Context: an optimization exercise on an open-source flow, tuned for small area, a short achievable clock period and few clock cycles. The choices shown serve that exercise and are no tape-out recipe. No functional check of the RTL was part of any run shown here.

==> flow/design.v <==
module vendingMachine(
   clk,
   reset,
   coinInA,
   coinInB,
   coinInC,
   coinInD,
   itemTypeIn,
   itemNumberIn,
   forceIn,
   coinOutA,
   coinOutB,
   coinOutC,
   coinOutD,
   itemTypeOut,
   itemNumberOut,
   serviceTypeOut
);
input          clk;
input          reset;
input  [5:0]   coinInA;
input  [5:0]   coinInB;
input  [5:0]   coinInC;
input  [5:0]   coinInD;
input  [1:0]   itemTypeIn;
input  [2:0]   itemNumberIn;
input          forceIn;
output [5:0]   coinOutA;
output [5:0]   coinOutB;
output [5:0]   coinOutC;
output [5:0]   coinOutD;
output [1:0]   itemTypeOut;
output [2:0]   itemNumberOut;
output [1:0]   serviceTypeOut;
reg            busy;              
reg            first;             
reg    [5:0]   countA, countB, countC, countD;   
reg    [9:0]   s5;                
reg    [2:0]   r;                 
reg    [2:0]   num;               
reg    [1:0]   typ;
reg            frc;
function [4:0] cost5;             
   input [1:0] t;
   case (t)
      2'd0: cost5 = 5'd3;
      2'd1: cost5 = 5'd5;
      2'd2: cost5 = 5'd15;
      default: cost5 = 5'd20;
   endcase
endfunction
wire [3:0]  dq;                   
wire [2:0]  r0;                   
wire [9:0]  d13  = {coinInD, 3'b0} + {1'b0, coinInD, 2'b0} + {4'b0, coinInD};
assign dq = d13[9:6];
assign r0 = coinInD[2:0] - ({dq[0], 2'b0} + {2'b0, dq[0]} + {dq[1], 1'b0}) - {dq[2], 2'b0};
wire [7:0]  kn;                   
assign kn[0] = (~itemTypeIn[1] & itemNumberIn[0]) | (~itemTypeIn[0] & itemNumberIn[0]);
assign kn[1] = (~itemTypeIn[0] & ~itemNumberIn[1] & itemNumberIn[0]) | (~itemTypeIn[1] & itemTypeIn[0] & itemNumberIn[1]) | (~itemTypeIn[0] & itemNumberIn[1] & ~itemNumberIn[0]);
assign kn[2] = (~itemTypeIn[0] & ~itemNumberIn[2] & itemNumberIn[1] & ~itemNumberIn[0]) | (~itemTypeIn[1] & ~itemTypeIn[0] & itemNumberIn[2] & itemNumberIn[0]) | (itemTypeIn[0] & ~itemNumberIn[2] & itemNumberIn[0]) | (~itemTypeIn[1] & itemTypeIn[0] & itemNumberIn[2] & ~itemNumberIn[0]) | (itemTypeIn[1] & ~itemNumberIn[2] & itemNumberIn[0]) | (~itemTypeIn[0] & itemNumberIn[2] & ~itemNumberIn[1] & ~itemNumberIn[0]) | (itemTypeIn[1] & itemTypeIn[0] & itemNumberIn[0]);
assign kn[3] = (~itemNumberIn[2] & itemNumberIn[1] & itemNumberIn[0]) | (~itemTypeIn[0] & itemNumberIn[2] & ~itemNumberIn[1]) | (~itemTypeIn[1] & itemNumberIn[2] & ~itemNumberIn[1] & itemNumberIn[0]) | (itemTypeIn[0] & itemNumberIn[1] & ~itemNumberIn[0]) | (itemTypeIn[1] & ~itemTypeIn[0] & itemNumberIn[0]) | (itemTypeIn[1] & itemNumberIn[1]);
assign kn[4] = (~itemTypeIn[1] & ~itemTypeIn[0] & itemNumberIn[2] & itemNumberIn[1]) | (~itemTypeIn[1] & itemTypeIn[0] & itemNumberIn[2] & ~itemNumberIn[1]) | (itemTypeIn[1] & ~itemTypeIn[0] & itemNumberIn[1] & ~itemNumberIn[0]) | (itemTypeIn[1] & itemNumberIn[2] & ~itemNumberIn[0]) | (itemTypeIn[1] & itemTypeIn[0] & ~itemNumberIn[2] & itemNumberIn[0]) | (itemNumberIn[2] & itemNumberIn[1] & ~itemNumberIn[0]);
assign kn[5] = (~itemTypeIn[1] & itemTypeIn[0] & itemNumberIn[2] & itemNumberIn[1] & itemNumberIn[0]) | (itemTypeIn[1] & ~itemTypeIn[0] & itemNumberIn[2] & ~itemNumberIn[1] & ~itemNumberIn[0]) | (itemTypeIn[1] & ~itemTypeIn[0] & itemNumberIn[1] & itemNumberIn[0]) | (itemTypeIn[1] & itemTypeIn[0] & itemNumberIn[2] & ~itemNumberIn[1] & itemNumberIn[0]) | (itemTypeIn[1] & itemTypeIn[0] & itemNumberIn[1] & ~itemNumberIn[0]) | (itemTypeIn[1] & ~itemNumberIn[2] & itemNumberIn[1] & itemNumberIn[0]);
assign kn[6] = (itemTypeIn[1] & ~itemTypeIn[0] & itemNumberIn[2] & itemNumberIn[0]) | (itemTypeIn[1] & itemTypeIn[0] & itemNumberIn[2] & ~itemNumberIn[1]) | (itemTypeIn[1] & itemNumberIn[2] & itemNumberIn[1] & ~itemNumberIn[0]);
assign kn[7] = (itemTypeIn[1] & itemTypeIn[0] & itemNumberIn[2] & itemNumberIn[1] & itemNumberIn[0]);
wire [9:0]  v5   = {coinInA, 3'b0} + {3'b0, coinInA, 1'b0} + {3'b0, coinInB, 1'b0}
                 + {4'b0, coinInC} + {6'b0, dq};
wire [10:0] ev   = {1'b0, busy ? s5 : v5} + (busy ? {6'b0, cost5(typ)} : ~{3'b0, kn})
                 + {10'b0, ~busy};
wire        enough = ~ev[10];
reg  [5:0]  ge;
reg  [7:0]  th [1:6];
integer j;
always @* begin
   for (j = 1; j < 7; j = j + 1) begin
      case (itemTypeIn)
         2'd0: th[j] = j * 3;
         2'd1: th[j] = j * 5;
         2'd2: th[j] = j * 15;
         default: th[j] = j * 20;
      endcase
      ge[j-1] = (v5[9:8] != 2'b0) | (v5[7:0] >= th[j]);
   end
end
wire [6:0]  e    = {ge[5], ge[5:1] ^ ge[4:0], ~ge[0]};
wire [2:0]  nf   = {e[4] | e[5] | e[6], e[2] | e[3] | e[6], e[1] | e[3] | e[5]};
reg  [4:0]  sF;
integer k;
always @* begin
   sF = e[0] ? v5[4:0] : 5'd0;
   for (k = 1; k < 7; k = k + 1)
      sF = sF | ({5{e[k]}} & (v5[4:0] - th[k][4:0]));
end
wire [9:0]  s50  = enough ? ev[9:0] : forceIn ? {5'b0, sF} : v5;
wire [2:0]  num0 = enough ? itemNumberIn : forceIn ? nf : 3'd0;
wire [5:0]  fs   = {2'b0, s5[3:0]} + {2'b0, s5[7:4]} + {4'b0, s5[9:8]};
wire [2:0]  sm5;
assign sm5[0] = (~fs[4] & ~fs[3] & ~fs[2] & fs[0]) | (~fs[4] & ~fs[3] & fs[2] & fs[1] & ~fs[0]) | (~fs[4] & fs[3] & ~fs[2] & ~fs[1] & ~fs[0]) | (~fs[4] & ~fs[2] & fs[1] & fs[0]) | (~fs[4] & fs[3] & fs[2] & ~fs[1] & fs[0]) | (fs[4] & ~fs[3] & ~fs[2] & ~fs[0]) | (fs[4] & ~fs[3] & fs[2] & fs[0]) | (fs[4] & ~fs[2] & fs[1] & ~fs[0]) | (fs[4] & fs[3] & fs[2] & ~fs[1] & ~fs[0]) | (fs[4] & fs[2] & fs[1] & fs[0]);
assign sm5[1] = (fs[5]) | (~fs[4] & fs[3] & ~fs[1] & ~fs[0]) | (~fs[4] & fs[3] & fs[2] & ~fs[1]) | (fs[4] & ~fs[3] & ~fs[2] & ~fs[1] & fs[0]) | (fs[4] & fs[3] & ~fs[2] & fs[1] & fs[0]) | (fs[3] & fs[2] & ~fs[1] & ~fs[0]) | (~fs[4] & ~fs[3] & ~fs[2] & fs[1]) | (fs[4] & ~fs[3] & fs[1] & ~fs[0]) | (~fs[3] & fs[2] & fs[1] & fs[0]);
assign sm5[2] = (~fs[4] & ~fs[3] & fs[2] & ~fs[1] & ~fs[0]) | (~fs[4] & fs[3] & ~fs[2] & ~fs[1] & fs[0]) | (~fs[4] & fs[3] & fs[2] & fs[1] & ~fs[0]) | (fs[4] & ~fs[3] & ~fs[2] & fs[1] & fs[0]) | (fs[4] & fs[3] & ~fs[2] & ~fs[1] & ~fs[0]) | (fs[4] & fs[3] & fs[2] & ~fs[1] & fs[0]);
wire        b    = s5[0];
wire [3:0]  y    = {1'b0, sm5} + ((sm5[0] ^ b) ? 4'd5 : 4'd0);
wire [2:0]  m    = y[3:1];
wire [7:0]  p77  = s5[7:0] + {s5[5:0], 2'b0} + {s5[4:0], 3'b0} + {s5[1:0], 6'b0};
wire [7:0]  y77;
assign y77[0] = (y[0]);
assign y77[1] = (y[1]);
assign y77[2] = (~y[2] & y[0]) | (y[2] & ~y[0]);
assign y77[3] = (~y[3] & ~y[2] & ~y[1] & y[0]) | (y[1] & ~y[0]) | (y[2] & y[1]) | (y[3] & ~y[0]);
assign y77[4] = (y[3] & y[0]) | (~y[2] & y[1] & ~y[0]) | (y[2] & ~y[1] & ~y[0]) | (y[2] & y[1] & y[0]);
assign y77[5] = (y[3]) | (~y[2] & y[1] & y[0]) | (y[2] & ~y[1] & ~y[0]);
assign y77[6] = (y[3] & ~y[0]) | (~y[3] & ~y[2] & y[0]) | (y[2] & y[1] & ~y[0]);
assign y77[7] = (~y[2] & y[1]) | (y[2] & ~y[1] & y[0]) | (y[1] & ~y[0]) | (y[3] & y[0]);
wire [7:0]  a2   = p77 - y77;
wire [6:0]  a    = a2[7:1];
wire [10:0] r1x  = {1'b0, s5} - {2'b0, countA, 3'b0} - {4'b0, countA, 1'b0};
wire        exA  = ~r1x[10] & (r1x[9:0] >= 10'd10);
wire        rbig = r1x[9:8] != 2'b0;                          
wire [7:0]  rr   = exA ? r1x[7:0] : {4'b0, y};
wire [7:0]  u0   = {1'b0, countB, 1'b0} + {2'b0, countC};
wire [5:0]  dmr  = countD - {3'b0, r};
wire        rok  = countD >= {3'b0, r};
wire [3:0]  dq5;
assign dq5[0] = (~dmr[4] & ~dmr[3] & dmr[2] & dmr[0]) | (~dmr[4] & ~dmr[3] & dmr[2] & dmr[1]) | (~dmr[5] & ~dmr[4] & dmr[3] & ~dmr[2] & ~dmr[1]) | (~dmr[4] & dmr[2] & dmr[1] & dmr[0]) | (~dmr[5] & dmr[4] & dmr[3] & dmr[2] & ~dmr[1]) | (dmr[5] & ~dmr[4] & ~dmr[3] & dmr[1] & dmr[0]) | (dmr[5] & ~dmr[4] & ~dmr[3] & dmr[2]) | (dmr[5] & ~dmr[4] & dmr[2] & dmr[0]) | (dmr[5] & ~dmr[4] & dmr[2] & dmr[1]) | (dmr[5] & ~dmr[3] & dmr[2] & dmr[1] & dmr[0]) | (dmr[4] & dmr[3] & ~dmr[2] & dmr[1]) | (~dmr[5] & dmr[4] & ~dmr[3] & ~dmr[2]) | (dmr[5] & dmr[4] & ~dmr[2] & ~dmr[1]) | (~dmr[5] & dmr[4] & ~dmr[2] & dmr[0]);
assign dq5[1] = (~dmr[5] & ~dmr[4] & dmr[3] & dmr[1]) | (~dmr[5] & ~dmr[4] & dmr[3] & dmr[2]) | (~dmr[5] & dmr[4] & ~dmr[3] & ~dmr[2]) | (~dmr[5] & dmr[3] & dmr[2] & dmr[1]) | (dmr[5] & ~dmr[4] & ~dmr[3]) | (dmr[5] & ~dmr[3] & dmr[2]) | (dmr[5] & dmr[4] & dmr[3] & ~dmr[2]) | (dmr[5] & ~dmr[3] & dmr[1]);
assign dq5[2] = (~dmr[5] & dmr[4] & dmr[2]) | (~dmr[5] & dmr[4] & dmr[3]) | (dmr[5] & ~dmr[4] & ~dmr[3]) | (dmr[4] & dmr[3] & dmr[2]);
assign dq5[3] = (dmr[5] & dmr[3]) | (dmr[5] & dmr[4]);
wire [7:0]  uq   = u0 + {4'b0, dq5};
wire        bA   = r1x[7:0] >= {1'b0, countB, 1'b0} + 8'd2;
wire        bN   = {4'b0, y} >= {1'b0, countB, 1'b0} + 8'd2;
wire        cA_  = r1x[7:0] > u0;
wire        cN   = {4'b0, y} > u0;
wire        qA   = r1x[7:0] <= uq;
wire        qN   = {4'b0, y} <= uq;
wire        exB  = exA ? bA : bN;
wire        c0   = b & (countC == 6'd0);                      
wire        exC  = exB ? (exA ? cA_ : cN) : c0;
wire        okq  = exB ? (exA ? qA & ~rbig : qN) : ~(c0 & (dq5 == 4'd0));
wire        ok   = rok & okq & (first | frc | (num == 3'd0));
wire [7:0]  e2   = rr - {1'b0, countB, 1'b0};                 
wire [3:0]  qlo  = rr[3:0] - u0[3:0];                         
wire [5:0]  kq   = {qlo, 2'b0} + {2'b0, qlo} + {3'b0, r};
wire [5:0]  kD   = ~exC ? {3'b0, r} : exB ? kq : {3'b0, r} + 6'd5;
wire [5:0]  kA   = exA ? countA : a[5:0];
wire [5:0]  kB   = exB ? countB : rr[6:1];
wire [5:0]  kC   = exC ? countC : exB ? e2[5:0] : {5'b0, b};
wire [6:0]  tA   = {1'b0, countA} + {1'b0, coinInA};
wire [6:0]  tB   = {1'b0, countB} + {1'b0, coinInB};
wire [6:0]  tC   = {1'b0, countC} + {1'b0, coinInC};
wire [6:0]  tD   = {1'b0, countD} + {1'b0, coinInD};
wire [5:0]  pA   = exA ? 6'd0 : countA - a[5:0];
wire [5:0]  pB   = exB ? 6'd0 : countB - rr[6:1];
wire [5:0]  pC   = exC ? 6'd0 : countC - (exB ? e2[5:0] : {5'b0, b});
wire [5:0]  pD   = countD - kD;
wire [5:0]  nA   = busy ? pA : tA[6] ? 6'd63 : tA[5:0];
wire [5:0]  nB   = busy ? pB : tB[6] ? 6'd63 : tB[5:0];
wire [5:0]  nC   = busy ? pC : tC[6] ? 6'd63 : tC[5:0];
wire [5:0]  nD   = busy ? pD : tD[6] ? 6'd63 : tD[5:0];
always @(posedge clk) begin
   if (!reset) begin
      busy   <= 1'b0;
      countA <= 6'd5;
      countB <= 6'd30;
      countC <= 6'd10;
      countD <= 6'd20;
   end
   else if (!busy) begin
      if (itemNumberIn != 3'd0) begin
         busy   <= 1'b1;
         first  <= 1'b1;
         countA <= nA;
         countB <= nB;
         countC <= nC;
         countD <= nD;
         s5     <= s50;
         r      <= r0;
         num    <= num0;
         typ    <= itemTypeIn;
         frc    <= forceIn;
      end
   end
   else if (ok) begin
      busy   <= 1'b0;
      countA <= nA;
      countB <= nB;
      countC <= nC;
      countD <= nD;
   end
   else begin
      first  <= 1'b0;
      num    <= num - 3'd1;
      s5     <= ev[9:0];
   end
end
assign coinOutA       = kA;
assign coinOutB       = kB;
assign coinOutC       = kC;
assign coinOutD       = kD;
assign itemTypeOut    = typ;
assign itemNumberOut  = num;
assign serviceTypeOut = !busy ? 2'b01 : ok ? 2'b00 : 2'b10;
endmodule
==> flow/flow/run.sh <==
#!/bin/bash
# The standard layout, with these changes:
# - synthesis leaves adders to ABC as plain gates instead of mapping them
#   to the full/half-adder cells;
# - each port gets a buf_2 as its buffer.
set -euo pipefail
here=$(pwd)
mkdir -p scripts
for f in "$FLOW_HOME"/scripts/*; do ln -sf "$f" scripts/; done
rm -f scripts/abc_area.script
cp flow/abc_area.script scripts/abc_area.script
bash standard.sh ADDER_MAP_FILE= SCRIPTS_DIR="$here/scripts" "BUFFER_PORTS_ARGS=-buffer_cell sky130_fd_sc_hd__buf_2" finish > flow_make.log 2>&1
==> flow/flow/abc_area.script <==
strash
&get -n
&deepsyn -J 5 -S 1
&put
balance
balance -l
resub -K 6 -l
rewrite -l
resub -K 6 -N 2 -l
refactor -l
resub -K 8 -l
balance -l
resub -K 8 -N 2 -l
rewrite -l
resub -K 10 -l
rewrite -z -l
resub -K 10 -N 2 -l
balance -l
resub -K 12 -l
refactor -z -l
resub -K 12 -N 2 -l
rewrite -z -l
balance -l
dch
map -B 0.9
topo
stime -c
buffer -c
upsize -c
dnsize -c
==> flow/standard.sh <==
#!/bin/bash
# synth_recipe.tcl (not shown) runs the flow's synth.tcl, then flattens the netlist and writes it again
# the make line also repeats each setting of config.mk as NAME=value (left out here)
make -C /OpenROAD-flow-scripts/flow DESIGN_CONFIG=/design/flow/config.mk WORK_HOME=/design/flow/orfs CLKGATE_MAP_FILE= SYNTH_SCRIPT=/design/flow/synth_recipe.tcl "${@:-finish}"
==> flow/config.mk <==
export PLATFORM = sky130hd
export DESIGN_NAME = vendingMachine
export DESIGN_NICKNAME = vendingMachine
export VERILOG_FILES = /design/flow/design.v
export SDC_FILE = /design/flow/constraint.sdc
export NUM_CORES = 4
export LEC_CHECK = 0
export ABC_AREA = 1
export CAP_MARGIN = 20
export CORE_MARGIN = 2
export CORE_UTILIZATION = 40
export SLEW_MARGIN = 20
==> flow/constraint.sdc <==
create_clock -name core_clock -period 6.0 [get_ports {clk}]
set_input_delay 1.2000 -clock core_clock [delete_from_list [all_inputs] [get_ports {clk}]]
set_output_delay 1.2000 -clock core_clock [all_outputs]
set_load 0.01 [all_outputs]
==> results of run 1 <==
-- logic make-up (layout without fill, tap and decap cells) --
group / Yosys count / count (layout) / synth area share, %
AND/OR/NAND/NOR: 883 / 885 / 44.41
AO/OA/AOI/OAI: 303 / 303 / 20.34
buffers and inverters: 289 / 411 / 12.95
XOR/XNOR: 91 / 91 / 9.131
flip-flops: 45 / 45 / 12.50
adder cells (fa/ha/maj): 6 / 6 / 0.6817
-- per-stage QoR --
stage | cells | utilization, % | hold slack [ps]
6_report | 2021 | 49.49 | 516.1
5_1_grt | 2021 | 49.49 | 564.3
3_5_place_dp | 1943 | 43.56 | 488.3
4_1_cts | 1961 | 44.80 | 500.1
3_3_place_gp | 1943 | 43.56 | 484.0
2_1_floorplan | 1617 | - | 464.6
-- cell type report --
type	instances	area, sq um
Fill cell	2278	10960
Inverter	251	962.2
Timing Repair Buffer	152	1003
Clock inverter	2	16.27
Multi-Input combinational cell	1285	7158
Tap cell	280	350.3
Sequential cell	45	1104
Clock buffer	6	138.9
-- sequential cells by signal (all words and copies together) (netlist names) --
| register | cells |
|---|---|
| r | 3 |
| busy | 1 |
| countB | 6 |
| typ | 2 |
| countA | 6 |
| num | 3 |
| s5 | 10 |
| countD | 6 |
| countC | 6 |
| first | 1 |
| frc | 1 |
-- worst max-delay path, delay by kind of cell, from the launching register on --
kind / cells / cell delay, ps
AND/OR/NAND/NOR: 28 / 2790
buffers and inverters: 4 / 540
AO/OA/AOI/OAI: 3 / 500
flip-flops: 1 / 490
-- worst paths after layout --
path / from / end
worst max register to register: s5[1] / countD[5]
worst min register to register: countD[5] / countD[5]
worst min-delay path: countD[5] / countD[5]
worst max-delay path: s5[1] / coinOutD[3]
-- per-layer routing --
layer	GRT usage, %	vias up	routed length (um)
met5	0	-	0
met4	5.291	0	552
met3	3.043	56	1838
met2	39.88	322	13890
met1	33.61	4827	13670
li1	-	5470	-
-- synth_stat cells (6+ instances only) --
master,number
o21ai_1,29
xor2_1,69
dfxtp_1,25
maj3_1,6
o31ai_1,8
xnor2_1,21
a21oi_2,8
or2_1,9
nand3_2,14
o21ai_0,113
inv_1,219
nor2_2,8
nand4_1,18
nand2_2,39
o22ai_1,12
a22oi_1,7
or2_2,21
nand3_1,98
nor3_1,17
a21oi_1,66
inv_2,25
clkbuf_1,27
nand2_1,463
nor2_1,174
edfxtp_1,20
o211ai_1,12
-- timing repair --
item,CTS,global route
setup buffers,10,58
gates resized for setup,7,165
endpoints found under the setup margin,5,24
pin swaps,2,73
gates cloned,0,2
==> results.toml, run 1 <==
[sta]
worst_pin_slew_ps = 791.2
skew_ps = 13.99
max_freq_mhz = 170.8
fin_setup_tns_ps = 0
fin_ws_ps = 145.7
slew_viol_final = 0
setup_viol = 0
timing.final.crit_share_pct = 97.57
timing.final.hold_violations = 0
rsz0062_at_grt = "true"
relSlewSlack_pct = 47.18
period_needed_ps = 5854

[final_layout]
antenna_cells = 0
final_common_cell = "nand2_1"
drive_gt1_share_pct = 24.12
area_growth_pct = 21.81
final_nets = 1772
finalInstanceArea_sq_um = 10730
mostFrequentLayoutCells = "410 x nand2_1, 203 x inv_1, 165 x nor2_1"

[critical_path]
worstSetupEndpointType = "output port"
cpPeakStageDelay_ps = 490
startpoint_type = "flip-flop"
r2r_setup_slack_ps = 710
r2r_cells = 46
slowest_stage = "edfxtp_1"
crit_required_ps = 4800
cp_max_fo = 6
cp_common_cell = "nand2_2"
cp.arrival_ps = 4650
worst-setup-path-type = "flip-flop to output port"

[logic_synthesis]
synth-edff-count = 20
yosysWarnings = 2
yosysSeqAreaShare_pct = 12.50
synth.area.top_cells = "nand2_1 20%, inv_1 9.3%, nor2_1 7.4%"
synth_seq_cells = 45
yosysTopAreaCellShare_pct = 19.72
syn-num-nets = 1649
synth-main-ff-cell = "dfxtp_1"
syn_inst = 1617
syn_area_sq_um = 8811
synthArstFlopShare_pct = 0
synth_top_area_cell = "nand2_1"
synth.avg_cell_area_sq_um = 5.449
synth_cell_types = 64

[clock_tree]
cts_max_level = 2
clkTransAtPathRegs_ps = 80
cts_buffers = 5
clockRootBuffer = "clkbuf_16"
clk_latency_ps = 310
postCtsHoldBufs = 0
cts_tree = "yes"
clock-sinks = 45
clockBufferDepth = 2

[grt]
grt_use_total_pct = 24.08
grt_pass1_wl_um = 46550
antenna_found_initial = 0
grt_start_max_net_pins = 29
grt_overflow = 0
grt_pass1_vias = 9290

[place]
preCtsSetupSlack_ps = 28.13
gp_congestion = 0.9177
hpwl_um = 23420
place_area_sq_um = 9448
numPortBuffers = 62

[drt]
vias = 10680
ant_nets = 0
wl_um = 29950
drt_iter0_markers = 770
via_per_inst = 5.282
drcViolationCount = 0
drt-pass1-iter-count = 6
wl_per_cell_um = 14.82

[floorplan]
die-area_sq_um = 23230
rows = 54
start_util_pct = 40.63
core_area_sq_um = 21690
io_pins = 63
die_w_um = 152.4
dieHeight_um = 152.4

[job]
drv_cap = 0

[hold_path]
hold_class = "flip-flop to flip-flop"
whs_path_depth = 2

[run_status]
outcome = "complete, no violations"
==> inputs of run 2 (changes only) <==
--- a/flow/design.v
+++ b/flow/design.v
@@ -52,7 +52,11 @@
 wire [3:0]  dq;                   
 wire [2:0]  r0;                   
-wire [9:0]  d13  = {coinInD, 3'b0} + {1'b0, coinInD, 2'b0} + {4'b0, coinInD};
-assign dq = d13[9:6];
-assign r0 = coinInD[2:0] - ({dq[0], 2'b0} + {2'b0, dq[0]} + {dq[1], 1'b0}) - {dq[2], 2'b0};
+assign dq[0] = (~coinInD[4] & ~coinInD[3] & coinInD[2] & coinInD[0]) | (~coinInD[4] & ~coinInD[3] & coinInD[2] & coinInD[1]) | (~coinInD[5] & ~coinInD[4] & coinInD[3] & ~coinInD[2] & ~coinInD[1]) | (~coinInD[4] & coinInD[2] & coinInD[1] & coinInD[0]) | (~coinInD[5] & coinInD[4] & coinInD[3] & coinInD[2] & ~coinInD[1]) | (coinInD[5] & ~coinInD[4] & ~coinInD[3] & coinInD[1] & coinInD[0]) | (coinInD[5] & ~coinInD[4] & ~coinInD[3] & coinInD[2]) | (coinInD[5] & ~coinInD[4] & coinInD[2] & coinInD[0]) | (coinInD[5] & ~coinInD[4] & coinInD[2] & coinInD[1]) | (coinInD[5] & ~coinInD[3] & coinInD[2] & coinInD[1] & coinInD[0]) | (coinInD[4] & coinInD[3] & ~coinInD[2] & coinInD[1]) | (~coinInD[5] & coinInD[4] & ~coinInD[3] & ~coinInD[2]) | (coinInD[5] & coinInD[4] & ~coinInD[2] & ~coinInD[1]) | (~coinInD[5] & coinInD[4] & ~coinInD[2] & coinInD[0]);
+assign dq[1] = (~coinInD[5] & ~coinInD[4] & coinInD[3] & coinInD[1]) | (~coinInD[5] & ~coinInD[4] & coinInD[3] & coinInD[2]) | (~coinInD[5] & coinInD[4] & ~coinInD[3] & ~coinInD[2]) | (~coinInD[5] & coinInD[3] & coinInD[2] & coinInD[1]) | (coinInD[5] & ~coinInD[4] & ~coinInD[3]) | (coinInD[5] & ~coinInD[3] & coinInD[2]) | (coinInD[5] & coinInD[4] & coinInD[3] & ~coinInD[2]) | (coinInD[5] & ~coinInD[3] & coinInD[1]);
+assign dq[2] = (~coinInD[5] & coinInD[4] & coinInD[2]) | (~coinInD[5] & coinInD[4] & coinInD[3]) | (coinInD[5] & ~coinInD[4] & ~coinInD[3]) | (coinInD[4] & coinInD[3] & coinInD[2]);
+assign dq[3] = (coinInD[5] & coinInD[3]) | (coinInD[5] & coinInD[4]);
+assign r0[0] = (~coinInD[4] & ~coinInD[3] & coinInD[2] & coinInD[1] & ~coinInD[0]) | (~coinInD[5] & ~coinInD[4] & coinInD[3] & ~coinInD[2] & ~coinInD[1] & ~coinInD[0]) | (~coinInD[5] & ~coinInD[4] & coinInD[3] & coinInD[2] & ~coinInD[1] & coinInD[0]) | (~coinInD[5] & coinInD[4] & coinInD[3] & coinInD[2] & ~coinInD[1] & ~coinInD[0]) | (coinInD[5] & ~coinInD[4] & ~coinInD[3] & coinInD[2] & ~coinInD[0]) | (coinInD[5] & ~coinInD[4] & coinInD[2] & coinInD[1] & ~coinInD[0]) | (coinInD[5] & coinInD[4] & ~coinInD[3] & ~coinInD[2] & coinInD[1] & coinInD[0]) | (~coinInD[5] & ~coinInD[4] & ~coinInD[3] & ~coinInD[2] & coinInD[0]) | (coinInD[4] & ~coinInD[3] & ~coinInD[2] & ~coinInD[1] & ~coinInD[0]) | (coinInD[5] & ~coinInD[4] & coinInD[3] & ~coinInD[2] & coinInD[0]) | (coinInD[4] & coinInD[3] & coinInD[2] & coinInD[1] & coinInD[0]) | (~coinInD[5] & coinInD[4] & ~coinInD[3] & coinInD[2] & coinInD[0]) | (coinInD[5] & coinInD[4] & coinInD[3] & ~coinInD[2] & ~coinInD[0]) | (~coinInD[5] & coinInD[4] & ~coinInD[2] & coinInD[1] & ~coinInD[0]) | (coinInD[5] & coinInD[4] & coinInD[2] & ~coinInD[1] & coinInD[0]) | (~coinInD[4] & ~coinInD[3] & ~coinInD[2] & ~coinInD[1] & coinInD[0]) | (~coinInD[5] & ~coinInD[4] & ~coinInD[2] & coinInD[1] & coinInD[0]);
+assign r0[1] = (~coinInD[5] & ~coinInD[4] & coinInD[3] & ~coinInD[1] & ~coinInD[0]) | (~coinInD[5] & ~coinInD[4] & coinInD[3] & coinInD[2] & ~coinInD[1]) | (~coinInD[5] & coinInD[4] & ~coinInD[3] & ~coinInD[2] & ~coinInD[1] & coinInD[0]) | (~coinInD[5] & coinInD[4] & coinInD[3] & ~coinInD[2] & coinInD[1] & coinInD[0]) | (~coinInD[5] & coinInD[3] & coinInD[2] & ~coinInD[1] & ~coinInD[0]) | (coinInD[5] & ~coinInD[4] & ~coinInD[3] & coinInD[2] & coinInD[1] & ~coinInD[0]) | (coinInD[5] & coinInD[4] & coinInD[3] & ~coinInD[2] & ~coinInD[1] & coinInD[0]) | (coinInD[5] & coinInD[3] & ~coinInD[2] & coinInD[1] & ~coinInD[0]) | (~coinInD[5] & ~coinInD[4] & ~coinInD[3] & coinInD[1] & coinInD[0]) | (coinInD[5] & coinInD[4] & ~coinInD[3] & ~coinInD[1] & ~coinInD[0]) | (~coinInD[5] & ~coinInD[3] & ~coinInD[2] & coinInD[1] & ~coinInD[0]) | (coinInD[5] & coinInD[3] & coinInD[2] & coinInD[1] & coinInD[0]) | (coinInD[5] & ~coinInD[3] & coinInD[2] & ~coinInD[1] & coinInD[0]) | (coinInD[5] & ~coinInD[4] & ~coinInD[3] & ~coinInD[2] & ~coinInD[1]) | (~coinInD[5] & coinInD[4] & ~coinInD[3] & coinInD[2] & coinInD[1]) | (coinInD[5] & coinInD[4] & coinInD[3] & coinInD[1] & ~coinInD[0]) | (coinInD[5] & ~coinInD[4] & coinInD[3] & coinInD[1] & coinInD[0]);
+assign r0[2] = (coinInD[5] & ~coinInD[4] & ~coinInD[3] & ~coinInD[2] & coinInD[1] & ~coinInD[0]) | (~coinInD[5] & ~coinInD[4] & ~coinInD[3] & coinInD[2] & ~coinInD[1] & ~coinInD[0]) | (coinInD[5] & ~coinInD[4] & ~coinInD[3] & coinInD[2] & coinInD[1] & coinInD[0]) | (~coinInD[5] & ~coinInD[4] & coinInD[3] & ~coinInD[2] & ~coinInD[1] & coinInD[0]) | (coinInD[5] & ~coinInD[4] & coinInD[3] & coinInD[2] & ~coinInD[1] & ~coinInD[0]) | (~coinInD[5] & ~coinInD[4] & coinInD[3] & coinInD[2] & coinInD[1] & ~coinInD[0]) | (coinInD[5] & coinInD[4] & ~coinInD[3] & ~coinInD[2] & ~coinInD[1] & coinInD[0]) | (~coinInD[5] & coinInD[4] & ~coinInD[3] & ~coinInD[2] & coinInD[1] & coinInD[0]) | (coinInD[5] & coinInD[4] & ~coinInD[3] & coinInD[2] & coinInD[1] & ~coinInD[0]) | (~coinInD[5] & coinInD[4] & coinInD[3] & ~coinInD[2] & ~coinInD[1] & ~coinInD[0]) | (coinInD[5] & coinInD[4] & coinInD[3] & ~coinInD[2] & coinInD[1] & coinInD[0]) | (~coinInD[5] & coinInD[4] & coinInD[3] & coinInD[2] & ~coinInD[1] & coinInD[0]);
 wire [7:0]  kn;                   
 assign kn[0] = (~itemTypeIn[1] & itemNumberIn[0]) | (~itemTypeIn[0] & itemNumberIn[0]);
@@ -69,26 +73,45 @@
                  + {10'b0, ~busy};
 wire        enough = ~ev[10];
-reg  [5:0]  ge;
-reg  [7:0]  th [1:6];
-integer j;
+wire [2:0]  n0, n1, n2, n3;
+wire [1:0]  f0;
+wire [2:0]  f1, f3;
+wire [3:0]  f2;
+wire [4:0]  v5a = v5[4:0];
+wire [5:0]  v5b = v5[5:0];
+wire [6:0]  v5c = v5[6:0];
+wire [5:0]  v5d = v5[7:2];
+assign n0[0] = (~v5a[4] & ~v5a[2] & v5a[1] & v5a[0]) | (~v5a[4] & ~v5a[3] & v5a[2] & ~v5a[1]) | (v5a[3] & ~v5a[2] & v5a[0]) | (v5a[3] & ~v5a[2] & v5a[1]) | (v5a[3] & v5a[1] & v5a[0]) | (v5a[4] & ~v5a[2] & ~v5a[1]);
+assign n0[1] = (~v5a[3] & v5a[2] & v5a[1]) | (v5a[3] & ~v5a[2]) | (v5a[4] & v5a[1]) | (v5a[4] & v5a[2]);
+assign n0[2] = (v5a[3] & v5a[2]) | (v5a[4]);
+assign f0[0] = (~v5a[4] & ~v5a[3] & ~v5a[2] & ~v5a[1] & v5a[0]) | (~v5a[4] & ~v5a[3] & v5a[2] & ~v5a[1] & ~v5a[0]) | (~v5a[3] & v5a[2] & v5a[1] & v5a[0]) | (v5a[3] & ~v5a[2] & v5a[1] & ~v5a[0]) | (v5a[3] & v5a[2] & ~v5a[1] & v5a[0]) | (v5a[4] & ~v5a[2] & ~v5a[1] & ~v5a[0]) | (v5a[4] & v5a[1] & v5a[0]);
+assign f0[1] = (~v5a[4] & ~v5a[3] & ~v5a[2] & v5a[1] & ~v5a[0]) | (~v5a[3] & v5a[2] & ~v5a[1] & v5a[0]) | (v5a[3] & ~v5a[2] & ~v5a[1] & ~v5a[0]) | (v5a[3] & ~v5a[2] & v5a[1] & v5a[0]) | (v5a[3] & v5a[2] & v5a[1] & ~v5a[0]) | (v5a[4] & ~v5a[1] & v5a[0]) | (v5a[4] & v5a[2]);
+assign n1[0] = (~v5b[4] & ~v5b[3] & v5b[2] & v5b[0]) | (~v5b[4] & ~v5b[3] & v5b[2] & v5b[1]) | (~v5b[4] & v5b[3] & ~v5b[2] & ~v5b[1]) | (~v5b[4] & v5b[2] & v5b[1] & v5b[0]) | (v5b[4] & ~v5b[3] & ~v5b[2]) | (v5b[4] & ~v5b[2] & v5b[1]) | (v5b[4] & v5b[3] & v5b[2] & ~v5b[1]) | (v5b[4] & ~v5b[2] & v5b[0]);
+assign n1[1] = (v5b[5]) | (~v5b[4] & v5b[3] & v5b[1]) | (~v5b[4] & v5b[3] & v5b[2]) | (v5b[4] & ~v5b[3] & ~v5b[2]) | (v5b[3] & v5b[2] & v5b[1]);
+assign n1[2] = (v5b[5]) | (v5b[4] & v5b[2]) | (v5b[4] & v5b[3]);
+assign f1[0] = (~v5b[4] & ~v5b[3] & ~v5b[2] & v5b[0]) | (~v5b[4] & ~v5b[3] & v5b[2] & v5b[1] & ~v5b[0]) | (~v5b[4] & v5b[3] & ~v5b[2] & ~v5b[1] & ~v5b[0]) | (~v5b[4] & ~v5b[2] & v5b[1] & v5b[0]) | (~v5b[4] & v5b[3] & v5b[2] & ~v5b[1] & v5b[0]) | (v5b[4] & ~v5b[3] & ~v5b[2] & ~v5b[0]) | (v5b[4] & ~v5b[3] & v5b[2] & v5b[0]) | (v5b[4] & ~v5b[2] & v5b[1] & ~v5b[0]) | (v5b[4] & v5b[3] & v5b[2] & ~v5b[1] & ~v5b[0]) | (v5b[4] & v5b[2] & v5b[1] & v5b[0]);
+assign f1[1] = (v5b[5] & ~v5b[1]) | (~v5b[4] & v5b[3] & ~v5b[1] & ~v5b[0]) | (~v5b[4] & v5b[3] & v5b[2] & ~v5b[1]) | (v5b[4] & ~v5b[3] & ~v5b[2] & ~v5b[1] & v5b[0]) | (v5b[4] & v5b[3] & ~v5b[2] & v5b[1] & v5b[0]) | (v5b[3] & v5b[2] & ~v5b[1] & ~v5b[0]) | (v5b[4] & ~v5b[3] & v5b[1] & ~v5b[0]) | (~v5b[4] & ~v5b[3] & v5b[1] & v5b[0]) | (v5b[4] & ~v5b[3] & v5b[2] & v5b[1]) | (~v5b[5] & ~v5b[4] & ~v5b[3] & ~v5b[2] & v5b[1]);
+assign f1[2] = (v5b[5] & v5b[1]) | (~v5b[4] & ~v5b[3] & v5b[2] & ~v5b[1] & ~v5b[0]) | (~v5b[4] & v5b[3] & ~v5b[2] & ~v5b[1] & v5b[0]) | (~v5b[4] & v5b[3] & v5b[2] & v5b[1] & ~v5b[0]) | (v5b[4] & ~v5b[3] & ~v5b[2] & v5b[1] & v5b[0]) | (v5b[4] & v5b[3] & ~v5b[2] & ~v5b[1] & ~v5b[0]) | (v5b[4] & v5b[3] & v5b[2] & ~v5b[1] & v5b[0]);
+assign n2[0] = (~v5c[4] & v5c[3] & v5c[2] & v5c[1] & v5c[0]) | (v5c[4] & ~v5c[3]) | (~v5c[6] & v5c[4] & ~v5c[2]) | (~v5c[6] & ~v5c[5] & v5c[4] & ~v5c[1]) | (v5c[5] & ~v5c[4] & v5c[3] & v5c[2] & v5c[0]) | (v5c[5] & ~v5c[4] & v5c[3] & v5c[2] & v5c[1]) | (v5c[6] & ~v5c[4] & v5c[3] & v5c[1] & v5c[0]) | (v5c[6] & ~v5c[4] & v5c[3] & v5c[2]) | (v5c[4] & ~v5c[2] & ~v5c[1]);
+assign n2[1] = (~v5c[5] & v5c[4] & v5c[3] & v5c[2] & v5c[1]) | (v5c[5] & ~v5c[4]) | (v5c[5] & ~v5c[3]) | (v5c[5] & ~v5c[2]) | (v5c[6] & v5c[4] & v5c[3] & v5c[1]) | (v5c[6] & v5c[4] & v5c[3] & v5c[2]);
+assign n2[2] = (v5c[5] & v5c[4] & v5c[3] & v5c[2]) | (v5c[6]);
+assign f2[0] = (~v5c[4] & ~v5c[3] & v5c[0]) | (~v5c[6] & ~v5c[4] & ~v5c[2] & v5c[0]) | (~v5c[6] & ~v5c[5] & ~v5c[4] & ~v5c[1] & v5c[0]) | (v5c[4] & ~v5c[3] & ~v5c[0]) | (~v5c[6] & v5c[4] & ~v5c[2] & ~v5c[0]) | (~v5c[6] & ~v5c[5] & v5c[4] & ~v5c[1] & ~v5c[0]) | (v5c[4] & v5c[3] & v5c[2] & v5c[1] & v5c[0]) | (v5c[5] & ~v5c[4] & v5c[3] & v5c[2] & v5c[1] & ~v5c[0]) | (v5c[5] & v5c[4] & v5c[3] & v5c[2] & v5c[0]) | (~v5c[4] & ~v5c[2] & ~v5c[1] & v5c[0]) | (v5c[6] & ~v5c[4] & v5c[3] & v5c[2] & ~v5c[0]) | (v5c[4] & ~v5c[2] & ~v5c[1] & ~v5c[0]) | (v5c[6] & v5c[4] & v5c[3] & v5c[1] & v5c[0]) | (v5c[6] & v5c[4] & v5c[3] & v5c[2] & v5c[0]);
+assign f2[1] = (~v5c[5] & ~v5c[4] & ~v5c[3] & v5c[1]) | (~v5c[6] & ~v5c[5] & ~v5c[4] & ~v5c[2] & v5c[1]) | (~v5c[5] & ~v5c[4] & v5c[1] & ~v5c[0]) | (~v5c[5] & v5c[4] & ~v5c[1] & v5c[0]) | (~v5c[5] & ~v5c[3] & v5c[1] & ~v5c[0]) | (~v5c[6] & ~v5c[5] & ~v5c[2] & v5c[1] & ~v5c[0]) | (v5c[5] & ~v5c[4] & ~v5c[3] & ~v5c[1]) | (v5c[5] & ~v5c[4] & ~v5c[2] & ~v5c[1]) | (v5c[5] & ~v5c[4] & ~v5c[1] & ~v5c[0]) | (v5c[5] & v5c[3] & v5c[2] & v5c[1] & v5c[0]) | (v5c[5] & v5c[4] & v5c[1] & v5c[0]) | (v5c[5] & ~v5c[3] & ~v5c[1] & ~v5c[0]) | (v5c[5] & ~v5c[2] & ~v5c[1] & ~v5c[0]) | (v5c[5] & v5c[4] & v5c[3] & v5c[2] & v5c[1]) | (v5c[6] & v5c[3] & v5c[2] & ~v5c[1] & v5c[0]) | (v5c[6] & v5c[4] & v5c[3] & v5c[2] & ~v5c[1]);
+assign f2[2] = (~v5c[6] & ~v5c[5] & ~v5c[4] & ~v5c[3] & v5c[2]) | (~v5c[6] & ~v5c[5] & v5c[2] & ~v5c[1]) | (~v5c[6] & ~v5c[5] & ~v5c[4] & v5c[2] & ~v5c[0]) | (~v5c[6] & v5c[4] & ~v5c[2] & v5c[1] & v5c[0]) | (~v5c[6] & ~v5c[5] & ~v5c[3] & v5c[2] & ~v5c[0]) | (~v5c[6] & v5c[5] & ~v5c[2] & v5c[1]) | (~v5c[6] & ~v5c[4] & ~v5c[3] & v5c[2] & ~v5c[1]) | (v5c[5] & v5c[4] & ~v5c[2] & v5c[0]) | (v5c[6] & ~v5c[5] & ~v5c[4] & ~v5c[3] & ~v5c[2]) | (v5c[6] & ~v5c[2] & ~v5c[1]) | (v5c[6] & v5c[3] & v5c[2] & v5c[1] & v5c[0]) | (v5c[6] & v5c[4] & v5c[2] & v5c[1] & v5c[0]) | (v5c[6] & v5c[4] & v5c[3] & v5c[2] & v5c[1]) | (v5c[6] & v5c[5] & v5c[2] & v5c[1]) | (v5c[6] & v5c[4] & ~v5c[3] & ~v5c[2] & ~v5c[0]) | (v5c[6] & ~v5c[4] & v5c[3] & ~v5c[2] & ~v5c[0]) | (~v5c[6] & ~v5c[3] & v5c[2] & ~v5c[1] & ~v5c[0]) | (~v5c[6] & ~v5c[4] & v5c[2] & ~v5c[1] & ~v5c[0]);
+assign f2[3] = (~v5c[6] & v5c[3] & ~v5c[2]) | (~v5c[6] & ~v5c[5] & v5c[3] & ~v5c[1]) | (~v5c[6] & ~v5c[5] & ~v5c[4] & v5c[3] & ~v5c[0]) | (v5c[4] & ~v5c[3] & v5c[2] & v5c[1] & v5c[0]) | (v5c[5] & ~v5c[3] & v5c[2] & v5c[1]) | (v5c[5] & v5c[4] & ~v5c[3] & v5c[2] & v5c[0]) | (v5c[6] & ~v5c[3] & v5c[2]) | (v5c[3] & ~v5c[2] & ~v5c[1]) | (~v5c[4] & v5c[3] & ~v5c[2] & ~v5c[0]) | (v5c[6] & v5c[4] & ~v5c[3] & v5c[1] & v5c[0]) | (v5c[6] & v5c[5] & v5c[1]) | (v5c[5] & ~v5c[4] & v5c[3] & ~v5c[1] & ~v5c[0]);
+assign n3[0] = (~v5d[4] & ~v5d[3] & v5d[2] & v5d[0]) | (~v5d[4] & ~v5d[3] & v5d[2] & v5d[1]) | (~v5d[4] & v5d[3] & ~v5d[2] & ~v5d[1]) | (~v5d[4] & v5d[2] & v5d[1] & v5d[0]) | (v5d[4] & ~v5d[3] & ~v5d[2]) | (v5d[4] & ~v5d[2] & v5d[1]) | (v5d[4] & v5d[3] & v5d[2] & ~v5d[1]) | (v5d[4] & ~v5d[2] & v5d[0]);
+assign n3[1] = (v5d[5]) | (~v5d[4] & v5d[3] & v5d[1]) | (~v5d[4] & v5d[3] & v5d[2]) | (v5d[4] & ~v5d[3] & ~v5d[2]) | (v5d[3] & v5d[2] & v5d[1]);
+assign n3[2] = (v5d[5]) | (v5d[4] & v5d[2]) | (v5d[4] & v5d[3]);
+assign f3[0] = (~v5d[4] & ~v5d[3] & ~v5d[2] & v5d[0]) | (~v5d[4] & ~v5d[3] & v5d[2] & v5d[1] & ~v5d[0]) | (~v5d[4] & v5d[3] & ~v5d[2] & ~v5d[1] & ~v5d[0]) | (~v5d[4] & ~v5d[2] & v5d[1] & v5d[0]) | (~v5d[4] & v5d[3] & v5d[2] & ~v5d[1] & v5d[0]) | (v5d[4] & ~v5d[3] & ~v5d[2] & ~v5d[0]) | (v5d[4] & ~v5d[3] & v5d[2] & v5d[0]) | (v5d[4] & ~v5d[2] & v5d[1] & ~v5d[0]) | (v5d[4] & v5d[3] & v5d[2] & ~v5d[1] & ~v5d[0]) | (v5d[4] & v5d[2] & v5d[1] & v5d[0]);
+assign f3[1] = (v5d[5] & ~v5d[1]) | (~v5d[4] & v5d[3] & ~v5d[1] & ~v5d[0]) | (~v5d[4] & v5d[3] & v5d[2] & ~v5d[1]) | (v5d[4] & ~v5d[3] & ~v5d[2] & ~v5d[1] & v5d[0]) | (v5d[4] & v5d[3] & ~v5d[2] & v5d[1] & v5d[0]) | (v5d[3] & v5d[2] & ~v5d[1] & ~v5d[0]) | (v5d[4] & ~v5d[3] & v5d[1] & ~v5d[0]) | (~v5d[4] & ~v5d[3] & v5d[1] & v5d[0]) | (v5d[4] & ~v5d[3] & v5d[2] & v5d[1]) | (~v5d[5] & ~v5d[4] & ~v5d[3] & ~v5d[2] & v5d[1]);
+assign f3[2] = (v5d[5] & v5d[1]) | (~v5d[4] & ~v5d[3] & v5d[2] & ~v5d[1] & ~v5d[0]) | (~v5d[4] & v5d[3] & ~v5d[2] & ~v5d[1] & v5d[0]) | (~v5d[4] & v5d[3] & v5d[2] & v5d[1] & ~v5d[0]) | (v5d[4] & ~v5d[3] & ~v5d[2] & v5d[1] & v5d[0]) | (v5d[4] & v5d[3] & ~v5d[2] & ~v5d[1] & ~v5d[0]) | (v5d[4] & v5d[3] & v5d[2] & ~v5d[1] & v5d[0]);
+reg  [2:0]  nf;
+reg  [4:0]  sF;
 always @* begin
-   for (j = 1; j < 7; j = j + 1) begin
-      case (itemTypeIn)
-         2'd0: th[j] = j * 3;
-         2'd1: th[j] = j * 5;
-         2'd2: th[j] = j * 15;
-         default: th[j] = j * 20;
-      endcase
-      ge[j-1] = (v5[9:8] != 2'b0) | (v5[7:0] >= th[j]);
-   end
-end
-wire [6:0]  e    = {ge[5], ge[5:1] ^ ge[4:0], ~ge[0]};
-wire [2:0]  nf   = {e[4] | e[5] | e[6], e[2] | e[3] | e[6], e[1] | e[3] | e[5]};
-reg  [4:0]  sF;
-integer k;
-always @* begin
-   sF = e[0] ? v5[4:0] : 5'd0;
-   for (k = 1; k < 7; k = k + 1)
-      sF = sF | ({5{e[k]}} & (v5[4:0] - th[k][4:0]));
+   case (itemTypeIn)
+      2'd0: begin nf = n0; sF = {3'b0, f0}; end
+      2'd1: begin nf = n1; sF = {2'b0, f1}; end
+      2'd2: begin nf = n2; sF = {1'b0, f2}; end
+      default: begin nf = n3; sF = {f3, v5[1:0]}; end
+   endcase
 end
 wire [9:0]  s50  = enough ? ev[9:0] : forceIn ? {5'b0, sF} : v5;
==> results.toml, run 2 <==
[sta]
max_freq_mhz = 153.7
relSlewSlack_pct = 48.93
setup_viol = 4
skew_ps = 8.442
slew_viol_final = 0
worst_pin_slew_ps = 758.0
timing.final.hold_violations = 0
fin_ws_ps = -505.8
timing.final.crit_share_pct = 108.4
rsz0062_at_grt = "true"
period_needed_ps = 6506

[place]
numPortBuffers = 62
hpwl_um = 26060
place_area_sq_um = 10400
gp_congestion = 1.010
placedCellCount = 2061

[logic_synthesis]
synth_top_area_cell = "nand2_1"
synth_cell_types = 63
synth_xor_xnor_area_share_pct = 8.912
syn_area_sq_um = 8732
synth.most_common_cell = "nand2_1"
syn-num-nets = 1632
synth.area.top_cells = "nand2_1 21%, inv_1 8.5%, o21ai_0 7.9%"
synth-compound-area-share_pct = 20.12
yosysWarnings = 1
synth-main-ff-cell = "dfxtp_1"
synth-edff-count = 20
synth_top_family_by_area = "simple AND/OR/NAND/NOR gates"
yosys.area_share.simple_pct = 45.15
yosysTopAreaCellShare_pct = 20.68
synth_seq_cells = 45
synth_fa_ha_area_share_pct = 0.8024
yosys-top-cells-count = "481 x nand2_1, 197 x inv_1, 147 x nor2_1"
syn_inst = 1600
synth.avg_cell_area_sq_um = 5.458
synthArstFlopShare_pct = 0
yosysSeqAreaShare_pct = 12.61
synth.mux.area_fraction_pct = 0

[hold_path]
hold_class = "flip-flop to flip-flop"

[floorplan]
start_util_pct = 40.39
die_w_um = 151.8
io_pins = 63
rows = 54
die-area_sq_um = 23030
dieHeight_um = 151.8
core_area_sq_um = 21620

[critical_path]
cp_common_cell = "nand2_2"
crit_required_ps = 4800
slowest_stage = "edfxtp_1"
cp.arrival_ps = 5310
cpPeakStageDelay_ps = 450
worst-setup-path-type = "flip-flop to output port"
worstSetupEndpointType = "output port"
cp_max_fo = 6
startpoint_type = "flip-flop"
r2r_setup_slack_ps = -440

[grt]
grt_pass1_wl_um = 52170
grt_overflow = 0
grt_start_max_net_pins = 40
antenna_found_initial = 2
grt_pass1_vias = 10520
grt_use_total_pct = 28.70

[drt]
wl_per_cell_um = 15.99
drcViolationCount = 0
via_per_inst = 5.401
ant_nets = 0
vias = 11490
drt-pass1-iter-count = 6
drt_iter0_markers = 986
wl_um = 34010

[clock_tree]
clockRootBuffer = "clkbuf_16"
cts_tree = "yes"
postCtsHoldBufs = 0
cts_buffers = 5
clkTransAtPathRegs_ps = 70
clockBufferDepth = 2
clock-sinks = 45
cts_max_level = 2
clk_latency_ps = 310

[final_layout]
fill_cells = 2213
area_growth_pct = 33.80
largest_register_ffs = 10
final_nets = 1878
finalInstanceArea_sq_um = 11680
antenna_cells = 0
top_register = "s5"
mostFrequentLayoutCells = "431 x nand2_1, 203 x buf_4, 192 x inv_1"
fin_util_pct = 54.04
final_common_cell = "nand2_1"
drive_gt1_share_pct = 27.13
final_cells = 2127

[run_status]
outcome = "finished with violations"
so_faults = "setup timing"

[job]
drv_cap = 0
run 2: cell families (layout without fill, tap and decap cells):
group | Yosys count | count (layout)
compound gates | 296 | 296
xor+xnor | 88 | 88
fa+ha+maj | 7 | 7
buf+inv | 272 | 519
flops | 45 | 45
simple gates | 892 | 892
run 2: stage by stage:
stage	setup TNS [ps]	hold slack, ps	setup WS, ps
detailed placement	-526.9	488.4	-188.0
finish	-1603	499.3	-505.8
CTS	-567.5	500.6	-354.5
floorplan	0	455.3	192.2
global route	-7102	517.4	-886.2
global placement	-339.3	470.7	-110.2
run 2: area by class of cell:
cell class / instances / area, sq um / area share [%]
multi-input cells: 1283 / 7168 / 61.35
clock buffers: 6 / 128.9 / 1.103
inverters: 229 / 864.6 / 7.400
repair buffers: 282 / 2059 / 17.63
flip-flops and latches: 45 / 1102 / 9.435
well taps: 280 / 350.3 / 2.999
clock inverters: 2 / 10.01 / 0.08567
run 2: final timing paths:
check	startpoint	end	cells after the start
min reg2reg	countB[5]	countB[5]	2
max reg2reg	s5[1]	countD[4]	55
max	s5[8]	serviceTypeOut[1]	53
min	countB[5]	countB[5]	2
run 2: layer usage:
layer | track usage [%] | part of all wire (%) | vias up
met5 | 0 | 0.097 | -
li1 | - | - | 5713
met3 | 3.713 | 7.2 | 80
met2 | 48.40 | 46 | 431
met1 | 37.99 | 44 | 5259
met4 | 9.120 | 2.9 | 4
run 2: timing repair:
item	4_1_cts	5_1_grt
endpoints found under the setup margin	4	64
pin swaps	22	54
setup buffers	33	32
resized for setup	54	131
run 2: worst max-delay path: cells and delay by family (launching register included):
| family | cells | cell delay (ps) |
|---|---|---|
| AND/OR/NAND/NOR | 45 | 3620 |
| AO/OA/AOI/OAI | 3 | 460 |
| flip-flops | 1 | 450 |
| buffers and inverters | 5 | 450 |

## port drivers added, routing unchanged
The flow's constraints put no driver on any port. The routed layouts listed below were extracted and timed again, unchanged, in two steps. Step 1 sets driving cells, clkbuf_16 on the clock port and buf_2 on the other inputs (assumed; they add their load-dependent delay and slew). Step 2, shift: input delay + t, output delay - t, t = (earliest + latest rising clock arrival at the registers) / 2. This alone moves slack from input paths to output paths. a / b / c = ideal / step 1 / step 2; a / b = the first two.
| run | t, ns | slack for setup (ns) | clock arrival spread, ns |
|---|---|---|---|
| run 1 | 0.351 | 0.146 / 0.102 / 0.133 | 0.014 / 0.014 |
| run 2 | 0.353 | -0.506 / -0.548 / -0.438 | 0.009 / 0.008 |
For run 1, which loses most, drivers alone change the setup slack by -0.044 ns; drivers and shift together by -0.013 ns.
